Background: an optimization exercise with open tools, aiming at small area and a short achievable clock period. Do not read the settings as production practice.
Where RTL was checked, it was by simulation tests only, not by an equivalence proof against the original.

// mod_reg
module mod_reg(
    input clk,
    input [31:0] a,
    output reg [31:0] r
    );
wire [22:0] s;
wire [21:0] x;
wire [20:0] rc;
mod_fold A0 (.a(a), .s(s));
reg [22:0] q;
always @(posedge clk) q <= s;
mod_top B0 (.s(q), .x(x));
mod_final C0 (.x(x), .r(rc));
always @* r = {11'd0, rc};
endmodule
==> flow/config.mk <==
export PLATFORM = sky130hd
export DESIGN_NAME = mod_reg
export DESIGN_NICKNAME = mod_reg
export VERILOG_FILES = /design/flow/design.v
export SDC_FILE = /design/flow/constraint.sdc
export NUM_CORES = 4
export LEC_CHECK = 0
export CAP_MARGIN = 20
export CORE_MARGIN = 2
export CORE_UTILIZATION = 40
export SLEW_MARGIN = 20
==> flow/constraint.sdc <==
create_clock -name core_clock -period 28.0 [get_ports {clk}]
set_input_delay 5.6000 -clock core_clock [delete_from_list [all_inputs] [get_ports {clk}]]
set_output_delay 5.6000 -clock core_clock [all_outputs]
set_load 0.01 [all_outputs]
standard.sh (not shown) runs the stock make flow with config.mk's settings and CLKGATE_MAP_FILE= SYNTH_SCRIPT=/design/flow/synth_recipe.tcl, a recipe that flattens the netlist after the stock synthesis.
==> flow/flow/run.sh <==
#!/bin/bash
# The standard layout (standard.sh) with three changes:
#  - synthesis maps with flow/abc.script (flow/synth.tcl wraps synth_recipe.tcl's steps);
#  - ports are buffered with buf_1 instead of the flow's default pick;
#  - smaller clock buffers for the small clock tree.
set -euo pipefail
W=$PWD
sed -e "s#SYNTH_SCRIPT=[^ ]*#SYNTH_SCRIPT=$W/flow/synth.tcl#" standard.sh > my_standard.sh
export MY_ABC_SCRIPT=$W/flow/abc.script
bash my_standard.sh \
  "BUFFER_PORTS_ARGS=-buffer_cell sky130_fd_sc_hd__buf_1" \
  SETUP_SLACK_MARGIN=17.5 finish > flow.log 2>&1
==> flow/flow/abc.script <==
strash
&get -n
&fraig -x
&put
scorr
dc2
dretime
strash
&get -n
&dch -f
&nf {D}
&put
buffer
upsize {D}
dnsize {D}
stime -p
==> flow/flow/synth.tcl <==
# synth_recipe.tcl with one change: abc maps with flow/abc.script (area-recovering
# mapping) instead of ORFS's speed script. Everything else is the standard synthesis.
proc synth {args} { yosys synth -nofsm -noshare {*}$args }
proc abc {args} {
  set i [lsearch -exact $args -script]
  if {$i >= 0} { lset args [expr {$i + 1}] $::env(MY_ABC_SCRIPT) }
  set i [lsearch -exact $args -D]
  if {$i >= 0} { set args [lreplace $args $i [expr {$i + 1}]] }
  if {[info exists ::env(MY_ABC_D)]} { lappend args -D $::env(MY_ABC_D) }
  yosys abc {*}$args
}
source $::env(SCRIPTS_DIR)/synth.tcl
# left out here: clear keep_hierarchy, flatten, clean up, hide names made inside functions, write 1_2_yosys.v
The first run finished with timing, DRC and antenna clean.
Edit:
--- a/flow/flow/run.sh
+++ b/flow/flow/run.sh
@@ -12 +12 @@
-  SETUP_SLACK_MARGIN=17.5 finish > flow.log 2>&1
+  finish > flow.log 2>&1
Effect:
- hold slack barely changes
- non-clock buffer count drops by 16
- synthesized area stays the same
- wire length drops by 5.5%
- global-route usage shrinks by 0.40 points
- sequential share of layout area climbs by 0.62 points


The RTL this note starts from:
==> flow/design.v <==
module mod_fold(input [31:0] a, output [22:0] s);
wire [3:0] t0_sel = a[31:28];
wire [19:0] t0 =
    ({20{t0_sel == 4'd1}} & 20'd635539) |
    ({20{t0_sel == 4'd2}} & 20'd36977) |
    ({20{t0_sel == 4'd3}} & 20'd672516) |
    ({20{t0_sel == 4'd4}} & 20'd73954) |
    ({20{t0_sel == 4'd5}} & 20'd709493) |
    ({20{t0_sel == 4'd6}} & 20'd110931) |
    ({20{t0_sel == 4'd7}} & 20'd746470) |
    ({20{t0_sel == 4'd8}} & 20'd147908) |
    ({20{t0_sel == 4'd9}} & 20'd783447) |
    ({20{t0_sel == 4'd10}} & 20'd184885) |
    ({20{t0_sel == 4'd11}} & 20'd820424) |
    ({20{t0_sel == 4'd12}} & 20'd221862) |
    ({20{t0_sel == 4'd13}} & 20'd857401) |
    ({20{t0_sel == 4'd14}} & 20'd258839) |
    ({20{t0_sel == 4'd15}} & 20'd894378);
wire [2:0] t1_sel = a[27:25];
wire [20:0] t1 =
    ({21{t1_sel == 3'd1}} & 21'd233705) |
    ({21{t1_sel == 3'd2}} & 21'd467410) |
    ({21{t1_sel == 3'd3}} & 21'd701115) |
    ({21{t1_sel == 3'd4}} & 21'd934820) |
    ({21{t1_sel == 3'd5}} & 21'd1168525) |
    ({21{t1_sel == 3'd6}} & 21'd168129) |
    ({21{t1_sel == 3'd7}} & 21'd401834);
wire [2:0] t2_sel = a[24:22];
wire [20:0] t2 =
    ({21{t2_sel == 3'd1}} & 21'd492001) |
    ({21{t2_sel == 3'd2}} & 21'd984002) |
    ({21{t2_sel == 3'd3}} & 21'd241902) |
    ({21{t2_sel == 3'd4}} & 21'd733903) |
    ({21{t2_sel == 3'd5}} & 21'd1225904) |
    ({21{t2_sel == 3'd6}} & 21'd483804) |
    ({21{t2_sel == 3'd7}} & 21'd975805);
assign s = a[21:0] + t0 + t1 + t2;
endmodule
module mod_top(input [22:0] s, output [21:0] x);
wire [2:0] k_sel = s[22:20];
wire [20:0] k =
    ({21{k_sel == 3'd1}} & 21'd1048576) |
    ({21{k_sel == 3'd2}} & 21'd863051) |
    ({21{k_sel == 3'd3}} & 21'd677526) |
    ({21{k_sel == 3'd4}} & 21'd492001) |
    ({21{k_sel == 3'd5}} & 21'd306476) |
    ({21{k_sel == 3'd6}} & 21'd120951) |
    ({21{k_sel == 3'd7}} & 21'd1169527);
assign x = s[19:0] + k;
endmodule
module mod_final(input [21:0] x, output [20:0] r);
wire [22:0] d = {1'b0, x} - 23'd1234101;
assign r = d[22] ? x[20:0] : d[20:0];
endmodule
module integer_division_modulus(input [31:0] a, output [20:0] r);
wire [22:0] s;
wire [21:0] x;
mod_fold A0 (.a(a), .s(s));
mod_top B0 (.s(s), .x(x));
mod_final C0 (.x(x), .r(r));
endmodule
module mod_reg(
    input clk,
    input [31:0] a,
    output reg [31:0] r
    );
wire [22:0] s;
wire [21:0] x;
wire [20:0] rc;
mod_fold A0 (.a(a), .s(s));
reg [22:0] q;
always @(posedge clk) q <= s;
mod_top B0 (.s(q), .x(x));
mod_final C0 (.x(x), .r(rc));
always @* r = {11'd0, rc};
endmodule
==> flow/config.mk <==
export PLATFORM = sky130hd
export DESIGN_NAME = mod_reg
export DESIGN_NICKNAME = mod_reg
export VERILOG_FILES = /design/flow/design.v
export SDC_FILE = /design/flow/constraint.sdc
export NUM_CORES = 4
export LEC_CHECK = 0
export CAP_MARGIN = 20
export CORE_MARGIN = 2
export CORE_UTILIZATION = 40
export SLEW_MARGIN = 20
==> flow/constraint.sdc <==
create_clock -name core_clock -period 28.0 [get_ports {clk}]
set_input_delay 5.6000 -clock core_clock [delete_from_list [all_inputs] [get_ports {clk}]]
set_output_delay 5.6000 -clock core_clock [all_outputs]
set_load 0.01 [all_outputs]
==> flow/flow/run.sh <==
#!/bin/bash
# The standard layout (standard.sh, the ORFS flow) with these changes:
#  - synthesis maps with flow/abc.script (flow/synth.tcl is synth_recipe.tcl with abc's script swapped);
#  - ports are buffered with buf_1 instead of the flow's default pick;
#  - any extra ORFS make variables listed in flow/knobs.txt (one per line).
# The make output goes to flow.log; each ORFS step keeps its own log under orfs/logs/.
set -euo pipefail
W=$PWD
sed -e "s#SYNTH_SCRIPT=[^ ]*#SYNTH_SCRIPT=$W/flow/synth.tcl#" standard.sh > my_standard.sh
export MY_ABC_SCRIPT=$W/flow/abc.script
EXTRA=()
if [[ -f flow/knobs.txt ]]; then
  while IFS= read -r line; do [[ -n "$line" ]] && EXTRA+=("$line"); done < flow/knobs.txt
fi
bash my_standard.sh "BUFFER_PORTS_ARGS=-buffer_cell sky130_fd_sc_hd__buf_1" "${EXTRA[@]}" finish > flow.log 2>&1
==> flow/flow/abc.script <==
strash
&get -n
&st
&dch
&nf
&put
buffer -c
upsize -c
dnsize -c
stime -p
Scripts as last shown in full above: flow/flow/synth.tcl
The first run produced a clean layout.
Change:
==> flow/flow/abc.script (replaced) <==
strash
&get -n
&fraig -x
&put
scorr
dc2
dretime
strash
&get -n
&dch -f
&nf {D}
&put
buffer
upsize {D}
dnsize {D}
stime -p
==> flow/flow/knobs.txt (new file) <==
CTS_BUF_LIST=sky130_fd_sc_hd__clkbuf_4
What happened: The new run produced a clean layout; worst hold slack gets worse by 74 ps; non-clock buffer count is unchanged; synthesized area drops by roughly a tenth.
No functional check of the RTL was part of any run of this note.


Starts from the design.v that is shown in full above.
==> flow/config.mk <==
export PLATFORM = sky130hd
export DESIGN_NAME = mod_reg
export DESIGN_NICKNAME = mod_reg
export VERILOG_FILES = /design/flow/design.v
export SDC_FILE = /design/flow/constraint.sdc
export NUM_CORES = 4
export LEC_CHECK = 0
export CAP_MARGIN = 20
export CORE_MARGIN = 2
export CORE_UTILIZATION = 40
export SLEW_MARGIN = 20
==> flow/constraint.sdc <==
create_clock -name core_clock -period 28.0 [get_ports {clk}]
set_input_delay 5.6000 -clock core_clock [delete_from_list [all_inputs] [get_ports {clk}]]
set_output_delay 5.6000 -clock core_clock [all_outputs]
set_load 0.01 [all_outputs]
==> flow/flow/abc.script <==
strash
&get -n
&st
&synch2
&if -g -K 6
&synch2
&nf
&put
stime -p
Scripts as last shown in full above: flow/flow/run.sh, flow/flow/synth.tcl
The starting point finished clean.
Edit:
==> flow/flow/abc.script (replaced) <==
strash
&get -n
&fraig -x
&put
scorr
dc2
dretime
strash
&get -n
&dch -f
&nf {D}
&put
buffer
upsize {D}
dnsize {D}
stime -p
Outcome: Critical path depth increases by 9. Sequential share of layout area rose by 1.3 points. Design area decreases by 12%. Worst setup slack is worse by 0.24 ns. Die area fell by 11%. Wire length decreases by 23%.
No functional check of the RTL was part of any run of this note.

## separate check: timing with driven ports
How much do the figures lean on ideal ports? The routed layouts below were timed once more, with nothing changed but the port constraints.
Step 1: set_driving_cell puts a clkbuf_16 on clk and a buf_2 on each other input, an assumption about the parent block.
Step 2 times the ports against the registers' clock, not the clock port: input delays grow and output delays shrink by t, the midpoint of the rising clock arrivals with the driver on.
a / b / c = ideal / step 1 / step 2; a / b = the first two.
| run | t (ns) | setup WS [ns] | worst setup path after step 2 | worst data-port slew with drivers (ns) |
|---|---|---|---|---|
| the first run of note 1 | 0.278 | 17.709 / 17.714 / 17.436 | input to register | 0.04 |
| the second run of note 1 | 0.277 | 16.898 / 16.872 / 16.734 | input to register | 0.04 |
| the first run of note 2 | 0.280 | 17.461 / 17.432 / 17.713 | register to output | 0.03 |
| the second run of note 2 | 0.316 | 16.768 / 16.742 / 16.719 | input to register | 0.04 |
| the first run of note 3 | 0.279 | 17.057 / 17.027 / 17.306 | register to output | 0.04 |
| the second run of note 3 | 0.276 | 16.821 / 16.794 / 16.725 | input to register | 0.04 |
After both steps setup and hold are still met in every run listed. For the first run of note 1, which loses most, drivers alone change the setup slack by +0.005 ns; drivers and shift together by -0.273 ns.
